Background: an optimization exercise with open tools, aiming at small area and a short achievable clock period. Do not read the settings as production practice. Function was checked by simulation only, so behaviour that the tests miss may differ from the original.

`design.v`:
```
module BigALU(
    output reg [24 : 0] out,  
    input [24 - 1 : 0] op1,
    input [24 - 1 : 0] op2,
    input operator       
);
reg [24 - 1 : 0] neg_op2;
always @(op1, op2, operator) begin
    if(!operator) begin
        out = op1 + op2;
        neg_op2 = 0;
    end
    else begin
        neg_op2 = ~op2 + 1'b1;
        out = op1 + neg_op2;
    end
end
endmodule
module NormalizedDecoder (
    output reg [25 - 3 : 0] result, 
    output reg [4 : 0] shift_times,
    input [25 - 1 : 0] in      
);
    reg [25 - 1 : 0] shifted_value;
    always @(in) begin
        casex (in)
            25'b1_1xxx_xxxx_xxxx_xxxx_xxxx_xxxx: begin 
                shift_times = 5'd0;
                shifted_value = in;
            end
            25'b1_01xx_xxxx_xxxx_xxxx_xxxx_xxxx: begin 
                shift_times = 5'd1;
                shifted_value = in << 1;
            end
            25'b1_001x_xxxx_xxxx_xxxx_xxxx_xxxx: begin 
                shift_times = 5'd2;
                shifted_value = in << 2;
            end
            25'b1_0001_xxxx_xxxx_xxxx_xxxx_xxxx: begin 
                shift_times = 5'd3; 
                shifted_value = in << 3;
            end
            25'b1_0000_1xxx_xxxx_xxxx_xxxx_xxxx: begin 
                shift_times = 5'd4;
                shifted_value = in << 4;
            end
            25'b1_0000_01xx_xxxx_xxxx_xxxx_xxxx: begin 
                shift_times = 5'd5;
                shifted_value = in << 5;
            end
            25'b1_0000_001x_xxxx_xxxx_xxxx_xxxx: begin 
                shift_times = 5'd6; 
                shifted_value = in << 6;
            end
            25'b1_0000_0001_xxxx_xxxx_xxxx_xxxx: begin 
                shift_times = 5'd7; 
                shifted_value = in << 7;
            end
            25'b1_0000_0000_1xxx_xxxx_xxxx_xxxx: begin 
                shift_times = 5'd8; 
                shifted_value = in << 8;
            end
            25'b1_0000_0000_01xx_xxxx_xxxx_xxxx: begin 
                shift_times = 5'd9; 
                shifted_value = in << 9;
            end
            25'b1_0000_0000_001x_xxxx_xxxx_xxxx: begin 
                shift_times = 5'd10; 
                shifted_value = in << 10;
            end
            25'b1_0000_0000_0001_0xxx_xxxx_xxxx: begin 
                shift_times = 5'd11; 
                shifted_value = in << 11;
            end
            25'b1_0000_0000_0000_10xx_xxxx_xxxx: begin 
                shift_times = 5'd12; 
                shifted_value = in << 12;
            end
            25'b1_0000_0000_0000_01xx_xxxx_xxxx: begin 
                shift_times = 5'd13; 
                shifted_value = in << 13;
            end
            25'b1_0000_0000_0000_001x_xxxx_xxxx: begin 
                shift_times = 5'd14; 
                shifted_value = in << 14;
            end
            25'b1_0000_0000_0000_0001_xxxx_xxxx: begin 
                shift_times = 5'd15; 
                shifted_value = in << 15;
            end
            25'b1_0000_0000_0000_0000_1xxx_xxxx: begin 
                shift_times = 5'd16; 
                shifted_value = in << 16;
            end
            25'b1_0000_0000_0000_0000_01xx_xxxx: begin 
                shift_times = 5'd17; 
                shifted_value = in << 17;
            end
            25'b1_0000_0000_0000_0000_001x_xxxx: begin 
                shift_times = 5'd18; 
                shifted_value = in << 18;
            end
            25'b1_0000_0000_0000_0000_0001_xxxx: begin 
                shift_times = 5'd19; 
                shifted_value = in << 19;
            end
            25'b1_0000_0000_0000_0000_0000_1xxx: begin 
                shift_times = 5'd20; 
                shifted_value = in << 20;
            end
            25'b1_0000_0000_0000_0000_0000_01xx: begin 
                shift_times = 5'd21; 
                shifted_value = in << 21;
            end
            25'b1_0000_0000_0000_0000_0000_001x: begin 
                shift_times = 5'd22; 
                shifted_value = in << 22;
            end
            25'b1_0000_0000_0000_0000_0000_0001: begin 
                shift_times = 5'd23; 
                shifted_value = in << 23;
            end
            25'b1_0000_0000_0000_0000_0000_0000: begin 
                shift_times = 5'd24; 
                shifted_value = in | 25'h1800000;
            end
            default: begin
                shifted_value = ~in + 1'b1;
                shift_times = 5'd0;
            end
        endcase
        result = shifted_value[25 - 3 : 0];
    end
endmodule
module AddOp (
    output reg [32 - 1 : 0] out,
    output reg under_overflow,
    input [32 - 1 : 0] para1,
    input [32 - 1 : 0] para2
);
localparam E_WIDTH = 8;          
localparam F_WIDTH = 23;         
reg [32 - 1 : 0] op1;   
reg [32 - 1 : 0] op2;
reg [F_WIDTH : 0] S_op1;  
reg [F_WIDTH : 0] S_op2; 
reg [E_WIDTH - 1 : 0] E_op1;  
reg [E_WIDTH - 1 : 0] E_op2;  
reg operator;        
reg [F_WIDTH : 0] S_shifted_op2; 
wire [F_WIDTH + 1 : 0] ALU_result;  
reg [F_WIDTH + 1 : 0] ALU_pos_result;  
wire [F_WIDTH - 1 : 0] normalized_result;  
wire [4 : 0] shift_times;
reg add_with_zero;
reg is_result_zero;
reg S_out; 
reg [E_WIDTH - 1 : 0] E_out; 
reg [F_WIDTH - 1 : 0] F_out;
always @(para1 or para2) begin
    operator = para1[32 - 1] ^ para2[32 - 1];
    {op1, op2} = (para1[32 - 2 : 0] >= para2[32 - 2 : 0])
                ? {para1, para2}
                : {para2, para1};  
    is_result_zero = (para1[32 - 2 : 0] == para2[32 - 2 : 0]) 
                    && (para1[32 - 1] != para2[32 - 1]);
    add_with_zero = ~|para1[32 - 2 : 0] | ~|para2[32 - 2 : 0];
end
always @(op1, op2) begin
    S_op1 = {1'b1, op1[F_WIDTH - 1 : 0]};
    S_op2 = {1'b1, op2[F_WIDTH - 1 : 0]};
    E_op1 = op1[32 - 2 : F_WIDTH];
    E_op2 = op2[32 - 2 : F_WIDTH];
end
always @(E_op1, E_op2, S_op2) begin
    if(E_op1 - E_op2 != 1'b0) S_shifted_op2 =  (S_op2 >> (E_op1 - E_op2)) + (((E_op1 - E_op2) <= 8'd24) ? S_op2[(E_op1 - E_op2) - 1] : 1'b0);
    else S_shifted_op2 = S_op2;
end 
BigALU ALU(.out(ALU_result), .op1(S_op1), .op2(S_shifted_op2), .operator(operator));
always @(ALU_result) begin
    if(ALU_result[F_WIDTH + 1] == 1'b0) begin
         ALU_pos_result = ~ALU_result + 1'b1;
    end
    else begin
        ALU_pos_result = ALU_result;
    end
end
NormalizedDecoder normalized_decoder(.result(normalized_result), .shift_times(shift_times), .in(ALU_pos_result));
always @(*) begin
    S_out = op1[32 - 1];
    if (is_result_zero) begin
        under_overflow = 0;
        {S_out, E_out, F_out} = 32'd0;
    end
    else if (add_with_zero) begin
        under_overflow = 0;
        S_out = op1[32 - 1] | op2[32 - 1];
        E_out = E_op1 | E_op2;
        F_out = op1[F_WIDTH - 1 : 0] | op2[F_WIDTH - 1 : 0];
    end
    else if (operator == 1'b0 && ALU_result[F_WIDTH + 1]) begin
        E_out = E_op1 + 1'b1;
        under_overflow = (E_out == 8'd255);
        F_out = (under_overflow) ? 23'd0 : ALU_result[F_WIDTH : 1] + ALU_result[0];
    end
    else if (operator == 1'b0) begin
        E_out = E_op1;
        under_overflow = 0;
        F_out = ALU_result[F_WIDTH - 1 : 0];
    end
    else begin
        E_out = (E_op1 > shift_times) ? E_op1 - shift_times : 8'hff;
        under_overflow = ~(E_op1 > shift_times);
        F_out = (under_overflow) ? 23'd0 : normalized_result;
    end
end
always @(S_out, E_out, F_out) begin
    out = {S_out, E_out, F_out};
end
endmodule   
module SubOp (
    output [32 - 1 : 0] out,
    output under_overflow,
    input [32 - 1 : 0] para1,
    input [32 - 1 : 0] para2
);
wire [32 - 1 : 0] inverse_para2;
assign inverse_para2 = {!para2[32 - 1], para2[32 - 2 : 0]};
AddOp add (.out(out), .under_overflow(under_overflow), .para1(para1), .para2(inverse_para2));
endmodule
module MultiOp(
    output reg [32 - 1 : 0] out,
    output reg under_overflow,
    input [32 - 1 : 0] para1,
    input [32 - 1 : 0] para2
);
localparam E_WIDTH = 8;          
localparam F_WIDTH = 23;         
localparam E_BIAS = 127;         
localparam MULTI_WIDTH = (F_WIDTH + 1) * 2;  
reg [F_WIDTH : 0] S_para1;  
reg [F_WIDTH : 0] S_para2; 
reg [E_WIDTH - 1 : 0] E_para1;  
reg [E_WIDTH - 1 : 0] E_para2;  
reg [MULTI_WIDTH - 1 : 0] multi_res;  
reg [F_WIDTH + 1 : 0] handled_multi_res;  
reg is_normalized;
reg [E_WIDTH : 0] add_res;  
reg multi_with_zero;
reg [F_WIDTH - 1 : 0] F_out;  
reg [E_WIDTH - 1 : 0] E_out;  
reg S_out;                    
reg overflow;
reg underflow;
always @(para1 or para2) begin
    S_para1 = {1'b1, para1[F_WIDTH - 1 : 0]};
    S_para2 = {1'b1, para2[F_WIDTH - 1 : 0]};
    E_para1 = para1[32 - 2 : F_WIDTH];
    E_para2 = para2[32 - 2 : F_WIDTH];
    multi_with_zero = ~|para1 | ~|para2;
end
always @(S_para1 or S_para2) begin
    multi_res = S_para1 * S_para2;
    handled_multi_res = multi_res[MULTI_WIDTH - 1 : F_WIDTH] + multi_res[F_WIDTH - 1];
    if (handled_multi_res[F_WIDTH + 1] == 1'b1) begin
        is_normalized = 1'b1;
        F_out = handled_multi_res[F_WIDTH : 1];   
    end 
    else begin
        is_normalized = 1'b0;
        F_out = handled_multi_res[F_WIDTH - 1 : 0];
    end
end
always @(E_para1, E_para2, is_normalized) begin
    add_res = E_para1 + E_para2 + is_normalized;
    overflow = 1'b0;
    underflow = 1'b0;
    E_out = 8'd0;
    if (add_res >= 9'd255 + E_BIAS) begin
        overflow = 1'b1;
    end
    else if (add_res >= E_BIAS) begin
        E_out = add_res - E_BIAS;
    end
    else begin
        underflow = 1'b1;
    end
end
always @(para1, para2) begin
    S_out = para1[32 - 1] ^ para2[32 - 1];
end
always @(underflow, overflow, S_out, E_out, F_out, multi_with_zero) begin
    under_overflow = (multi_with_zero) ? 1'b0 :  (underflow | overflow) ;
    if (multi_with_zero == 1'b1) begin
        out = 32'd0;
    end
    else if (underflow == 1'b1) begin
        out = 32'hff800000;
    end
    else if (overflow == 1'b1) begin
        out = 32'h7f800000;
    end
    else begin
        out = {S_out, E_out, F_out};
    end
end
endmodule
module FP_ALU_SYN (
    output reg [32 - 1 : 0] out,
    output reg under_overflow,
    output reg zero,
    input [32 - 1 : 0] para1,
    input [32 - 1 : 0] para2,
    input [1:0] ALU_op, 
    input clk
);
reg [32 - 1 : 0] out_ff;
reg under_overflow_ff, zero_ff;
reg [32 - 1 : 0] para1_ff;
reg [32 - 1 : 0] para2_ff;
reg [1:0] ALU_op_ff;
wire [32 - 1 : 0] add_result, multi_result, sub_result;
wire add_under_overflow, multi_under_overflow, sub_under_overflow;
always @(posedge clk) begin
    para1_ff <= para1;
    para2_ff <= para2;
    ALU_op_ff <= ALU_op;
end
AddOp add (.out(add_result), .under_overflow(add_under_overflow), .para1(para1_ff), .para2(para2_ff));
MultiOp multi (.out(multi_result), .under_overflow(multi_under_overflow), .para1(para1_ff), .para2(para2_ff));
SubOp sub (.out(sub_result), .under_overflow(sub_under_overflow), .para1(para1_ff), .para2(para2_ff));
always @(*) begin
    case (ALU_op_ff)
        2'b00: begin
            out_ff = add_result;
            under_overflow_ff = add_under_overflow;
        end
        2'b01: begin
            out_ff = sub_result;
            under_overflow_ff = sub_under_overflow;
        end
        2'b10: begin
            out_ff = multi_result;
            under_overflow_ff = multi_under_overflow;
        end
        default: begin
            out_ff = 32'd0;
            under_overflow_ff = 1'b0;
        end
    endcase
    zero_ff = ~|out_ff;
end
always @(posedge clk) begin
    out <= out_ff;
    zero <= zero_ff;
    under_overflow <= under_overflow_ff;
end
endmodule
```
`config.mk`:
```
export PLATFORM = sky130hd
export DESIGN_NAME = FP_ALU_SYN
export DESIGN_NICKNAME = FP_ALU_SYN
export VERILOG_FILES = /design/flow/design.v
export SDC_FILE = /design/flow/constraint.sdc
export NUM_CORES = 4
export LEC_CHECK = 0
export CAP_MARGIN = 20
export CORE_MARGIN = 2
export CORE_UTILIZATION = 40
export SLEW_MARGIN = 20
```
`run.sh`:
```
#!/bin/bash
# synth_recipe.tcl (not shown) runs the flow's synth.tcl, then flattens the netlist and writes it again
# the make line also repeats each setting of config.mk as NAME=value (left out here)
make -C /OpenROAD-flow-scripts/flow DESIGN_CONFIG=/design/flow/config.mk WORK_HOME=/design/flow/orfs CLKGATE_MAP_FILE= SYNTH_SCRIPT=/design/flow/synth_recipe.tcl finish
```
`constraint.sdc`:
```
create_clock -name core_clock -period 16.0 [get_ports {clk}]
set_input_delay 3.2000 -clock core_clock [delete_from_list [all_inputs] [get_ports {clk}]]
set_output_delay 3.2000 -clock core_clock [all_outputs]
set_load 0.01 [all_outputs]
```
==> out/results.tsv <==
metric	value	unit
setup ws final	0.6713	ns
Filler cells	10978	
fin nets	6953	
Required @ worst endpoint	16.30	ns
FF+latch count, synth	100	
slew margin rel.	0.09014	
multi-input logic area	38120	um^2
1st-iter DRT viols	5999	
Final period util	0.9580	
Die ar.	110700	um^2
EDFF count, synth	0	
outcome	timing/DRC/antenna clean	
syn nets	6682	
FFs w/ async S/R, synth	0	
Hold Crit Class	flip-flop to flip-flop	
GR Util All Layers	0.4131	
CTS max path bufs	2	
area grow syn2layout	15.25	%
Initial Utilization	0.4036	
worst clock skew	0.01916	ns
maximum clock frequency	65.24	MHz
initial antenna violation count	29	
CTS tree	built	
R2R depth	70	
I/O Pins	101	
fin. max-slew vios	0	
TritonCTS Buffers	9	
Routed WL	233900	um
IO Port Bufs	100	
sequential cell area	2002	um^2
DRC violations left	0	
gpl congestion	1.061	
largest net degree at the start of global routing	63	
setup TNS	0	ns
Final Hold Viols	0	
DR vias	48576	
pre-CTS WS	-0.3298	ns
Hold Buf Count CTS	0	
Setup crit start kind	flip-flop	
H-tree levels	3	
Core Area	107100	um^2
commonest non-fill, non-tap cell in the layout	inv_1	
post-DP HPWL	187700	um
CP max FO	13	
clk sinks	100	
CP endpoint kind	flip-flop	
DR vias/cell	6.493	
first-pass GRT wire length	336400	um
Hold Path Cell Cnt	4	
Seq/Total Area, Yosys	0.04634	
share of cells above drive strength 1	0.1348	
Post-Syn Area	43200	um^2
clk root buf	clkbuf_16	
total grt overflow	0	
Post-Syn Instances	5786	
Tmin final	15.33	ns
most frequently used flop master after synthesis	dfxtp_1	
Yosys warning count	5	
clk latency of the worst-skew pair	0.41	ns
Die Width	332.6	um
Syn Area/Cell	7.467	um^2
# setup viols final	0	
vias in the first global route	46692	
Core Rows	120	
most frequent cells in the layout	inv_1 (670), nand2_1 (661), nor2_1 (529)	
Worst-path clk slew	0.09	ns
Worst path slowest cell	or4b_2	
drt pass-1 iters	8	
Least-Margin Pin Slew	1.351	ns
Max-Cap Viols	0	
antenna violation net count after detailed routing	0	
Largest stage delay, worst path	0.65	ns
Die Height	332.6	um
WL per Instance	31.27	um
Synth cell types	113	
CP arrival	15.63	ns
critical path class	flip-flop to flip-flop	
[repair_timing]
item | in CTS | in global routing
buffers inserted | 0 | 26
gates cloned | 0 | 2
pin swaps | 0 | 26
setup endpoints to repair | 1 | 28
resized for setup | 4 | 134
[cells in the mapped netlist, drive strengths merged, types with 30 or more instances]
library cell,n,area share
a2111oi,30,0.0071
a211oi,57,0.010
a21o,52,0.0090
a21oi,245,0.029
a221oi,68,0.014
a22oi,39,0.0068
a31oi,44,0.0064
and2,33,0.0048
and3,54,0.0078
buf,86,0.0092
clkbuf,281,0.024
dfxtp,100,0.046
fa,487,0.23
ha,342,0.099
inv,672,0.058
mux2i,96,0.022
nand2,666,0.058
nand2b,49,0.0073
nand3,159,0.019
nand4,77,0.012
nor2,538,0.047
nor3,152,0.018
nor4,84,0.014
o211ai,75,0.013
o21ai,267,0.031
o221ai,44,0.0091
o22ai,67,0.0097
o31ai,41,0.0071
or2,32,0.0046
or3,46,0.0068
xnor2,238,0.048
xor2,86,0.017
[metrics by stage]
step | instances | hold slack [ns] | area [um^2] | util
6_report | 7481 | 0.9422 | 49790 | 0.4651
5_1_grt | 7469 | 1.002 | 49760 | 0.4648
4_1_cts | 7436 | 0.9194 | 48900 | 0.4567
3_5_place_dp | 7420 | 0.8993 | 48550 | 0.4536
3_3_place_gp | 7420 | 0.9059 | 48550 | 0.4535
2_1_floorplan | 5786 | 0.6099 | 43480 | -
[flip-flops by register name (all words and copies together), names as in the netlist]
| register | flops |
|---|---|
| out | 32 |
| para2_ff | 32 |
| ALU_op_ff | 2 |
| under_overflow | 1 |
| zero | 1 |
| para1_ff | 32 |
[path summary, 6_finish.rpt]
check / startpoint / endpoint / slack (ns)
worst max-delay path: para2_ff[14]$_DFF_P_ / zero$_DFF_P_ / 0.67
worst max register to register: para2_ff[14]$_DFF_P_ / zero$_DFF_P_ / 0.67
worst min-delay path: para1_ff[27]$_DFF_P_ / out[27]$_DFF_P_ / 0.94
worst min register to register: para1_ff[27]$_DFF_P_ / out[27]$_DFF_P_ / 0.94
[critical path, delay by kind of cell (launching register included)]
kind	cells	cell delay (ns)
AOI/OAI and AO/OA	18	3.31
and+or+nand+nor	31	6.54
DFF	1	0.34
adders and majority gates	7	2.19
buffers and inverters	8	1.25
xor gates and xnor gates	3	0.62
muxes	3	0.94
[routing by layer]
| layer | track usage | part of all wire |
|---|---|---|
| met1 | 0.5711 | 0.42 |
| met2 | 0.6050 | 0.41 |
| met3 | 0.1093 | 0.12 |
| met4 | 0.1739 | 0.053 |
| met5 | 0 | 0.00080 |
[cells by family after synthesis]
kind of cell,share of synthesized area
AO/OA/AOI/OAI,0.2159
XOR/XNOR,0.06586
adder cells (fa/ha/maj),0.3247
buffers and inverters,0.09291
flip-flops,0.04634
multiplexers,0.03189
AND/OR/NAND/NOR,0.2224
[area by class of cell]
class | count | share of cell area
multi-input cells | 4638 | 0.7655
repair buffers | 626 | 0.1004
inverters | 682 | 0.05149
flip-flops and latches | 100 | 0.04021
well taps | 1403 | 0.03526
clock buffers | 9 | 0.004523
clock inverters | 7 | 0.001834
diodes | 16 | 0.0008041

-- port drivers added, routing unchanged --
No port has a modelled driver above. Below, the same layout with a new extraction and two added sets of constraints.
Step 1 (the two cells are an assumption about what drives the block):
set clk [get_ports {clk}]
set_driving_cell -lib_cell sky130_fd_sc_hd__clkbuf_16 $clk
set_driving_cell -lib_cell sky130_fd_sc_hd__buf_2 [delete_from_list [all_inputs] $clk]
Step 2 also shifts input and output timing later by t, the mid clock arrival at the registers, as if the neighbouring blocks saw the same clock.
a / b / c = no drivers / after step 1 / after step 2; a / b = the first two.
shift t [ns]: 0.454
setup WS [ns]: 0.671 / 0.671 / 0.671
worst setup path at the end: register to register
worst register clock-pin slew, ns: 0.09 / 0.09
pins driven straight from the clock port: 1
After both steps this run still meets setup and hold. For this run, drivers alone change the setup slack by 0.000 ns; drivers and shift together by 0.000 ns.
